Context: an optimization exercise on an open-source flow, tuned for small area, a short achievable clock period and few clock cycles per item. The choices shown serve that exercise and are no tape-out recipe. Function was checked by simulation only, so behaviour that the tests miss may differ from the original.

## rev 12
==> flow/design.v (excerpt) <==
module decimal_to_bcd #(
    parameter INPUT_WIDTH = 14,
    parameter DECIMAL_DIGITS = 4
)(
    input wire clk_i,
    input wire rst_i,
    input wire start_i,
    input wire [INPUT_WIDTH-1 : 0] binary_i,
    output reg [DECIMAL_DIGITS*4-1 : 0] bcd_o,
    output reg done_o
);
function [3:0] dstep;
    input [2:0] q;
    input c;
    begin
        dstep[3] = q[2] | (c & q[1]) | (q[0] & q[1]);
        dstep[2] = (c & q[2]) | (~c & ~q[0] & q[1]);
        dstep[1] = (c & q[0] & ~q[2]) | (~c & q[0] & ~q[1]);
        dstep[0] = q[2] | (~c & q[1]) | (c & ~q[1]);
    end
endfunction
function [3:0] tobcd;
    input [2:0] q;
    input c;
    begin
        tobcd[3] = q[2];
        tobcd[2] = q[1];
        tobcd[1] = (q[0] & ~q[2]);
        tobcd[0] = c;
    end
endfunction
function [15:0] front;
    input [13:0] b;
    reg [11:0] q;
    reg [3:0] h, c, t;
    integer i, j;
    begin
        q = 12'd0;
        h = 4'd0;
        for (i = 0; i < 9; i = i + 1) begin
            c = {h[2:0], b[13 - i]};
            for (j = 0; j < 4; j = j + 1) begin
                t = dstep(q[j*3 +: 3], c[j]);
  ...
clock: 10.0 ns
lec_check: 0
abc_area: 1
cap_margin: 20
core_margin: 2
core_utilization: 40
slew_margin: 20
standard.sh (not shown) runs the stock make flow with config.mk's settings and CLKGATE_MAP_FILE= SYNTH_SCRIPT=/design/flow/synth_recipe.tcl, a recipe that flattens the netlist after the stock synthesis.
==> flow/flow/run.sh <==
#!/bin/bash
# Own layout flow: the standard layout (standard.sh), changed in three ways:
#  - synthesis is ORFS's own synth script (standard.sh synth) with ORFS's ABC
#    area script swapped for flow/abc_area.script; only the combinational
#    mapping changes, the registers and their names are the standard ones;
#  - the port buffers use the smallest buffer instead of the default cell;
#  - clock tree synthesis uses clkbuf_4 cells and no dummy load cell.
# Each make run writes its full output to a log file here (ORFS also keeps
# its per-step logs under orfs/logs).
set -euo pipefail
W=$(pwd)
BUF=sky130_fd_sc_hd__buf_1
CTS="-sink_clustering_enable -repair_clock_nets -dont_use_dummy_load -root_buf sky130_fd_sc_hd__clkbuf_4 -buf_list sky130_fd_sc_hd__clkbuf_4 -sink_clustering_size 30 -sink_clustering_max_diameter 500"
rm -rf "$W/scripts_mod"
cp -r "$FLOW_HOME/scripts" "$W/scripts_mod"
cp "$W/flow/abc_area.script" "$W/scripts_mod/abc_area.script"
bash standard.sh SCRIPTS_DIR="$W/scripts_mod" ABC_AREA=1 synth > "$W/synth.log" 2>&1
bash standard.sh "BUFFER_PORTS_ARGS=-buffer_cell $BUF" "CTS_ARGS=$CTS" finish > "$W/layout.log" 2>&1
==> flow/flow/abc_area.script <==
strash
dch -f
&get -n
&dch -f
&nf -R 1000
&put
topo
dnsize -c
Testbench counts of rev 12, summed over its fixed seeds: cycles 2,048, items 2,048.
diff inputs: rev 12 => rev 13
-- flow/flow/run.sh --
<<< rev 12, line 17
bash standard.sh SCRIPTS_DIR="$W/scripts_mod" ABC_AREA=1 synth > "$W/synth.log" 2>&1
bash standard.sh "BUFFER_PORTS_ARGS=-buffer_cell $BUF" "CTS_ARGS=$CTS" finish > "$W/layout.log" 2>&1
>>> rev 13, line 17
bash standard.sh SCRIPTS_DIR="$W/scripts_mod" ABC_AREA=1 synth > "$W/synth.log" 2>&1
ARGS=("BUFFER_PORTS_ARGS=-buffer_cell $BUF" "CTS_ARGS=$CTS")
bash standard.sh "${ARGS[@]}" cts > "$W/layout_cts.log" 2>&1
bash standard.sh "${ARGS[@]}" SETUP_SLACK_MARGIN=5.6 SETUP_MOVE_SEQUENCE=sizeup,swap SKIP_GATE_CLONING=1 SKIP_LAST_GASP=1 grt > "$W/layout_grt.log" 2>&1
bash standard.sh "${ARGS[@]}" finish > "$W/layout.log" 2>&1
==> flow/flow/abc_area.script <==
strash
&get -n
&dch -f
&nf -R 1000
&put
topo
dnsize -c
Findings:
In rev 13 relative to rev 12, via count of the first global-routing pass had gone up by a few percent.
Compared with rev 12, rev 13 instantiates a smaller number of standard cells.
Cmp rev 13 vs rev 12: critical path arrival lower in rev 13
Rev 13 — final cycle utilization of the critical path 3.4 points lower, rev 12 as reference
Sort rev 13 and rev 12 by critical path depth, descending, and rev 12 comes first.
Between rev 12 and rev 13, the clock transition at the registers of the reported paths does not differ in any meaningful way.
On non-clock buffering overhead in the final layout: rev 13 sits below rev 12.
On length of routed met3 wiring: rev 13 sits above rev 12.
Global routing usage on met3 was higher in the run labelled rev 13.
Sum of net half-perimeters after detailed placement of rev 13 exceeds that of rev 12 slightly.

separate check: timing with driven ports:
The flow's constraints put no driver on any port. The routed layouts listed below were extracted and timed again, unchanged, in two steps. Step 1 assumes that a clkbuf_16 drives the clock port and a buf_2 every other input. Step 2 adds t to the input delays and takes it off the output delays; t is the mean of the earliest and latest rising clock arrival at the registers after step 1. Input paths then give back, and output paths get back, about the clock's delay inside the block. Three values: no drivers, after step 1, after step 2; two values: the first two.
run	shift t [ns]	slack for setup (ns)	worst setup path at the end	worst data-port slew with drivers (ns)	cell pins on the clock port's net
rev 12	0.296	5.394 / 5.376 / 5.367	input to register	0.03	1
rev 13	0.295	5.731 / 5.709 / 5.449	input to register	0.03	1
After both steps setup and hold are still met in every run listed. For rev 13, which loses most, drivers alone change the setup slack by -0.022 ns; drivers and shift together by -0.282 ns.
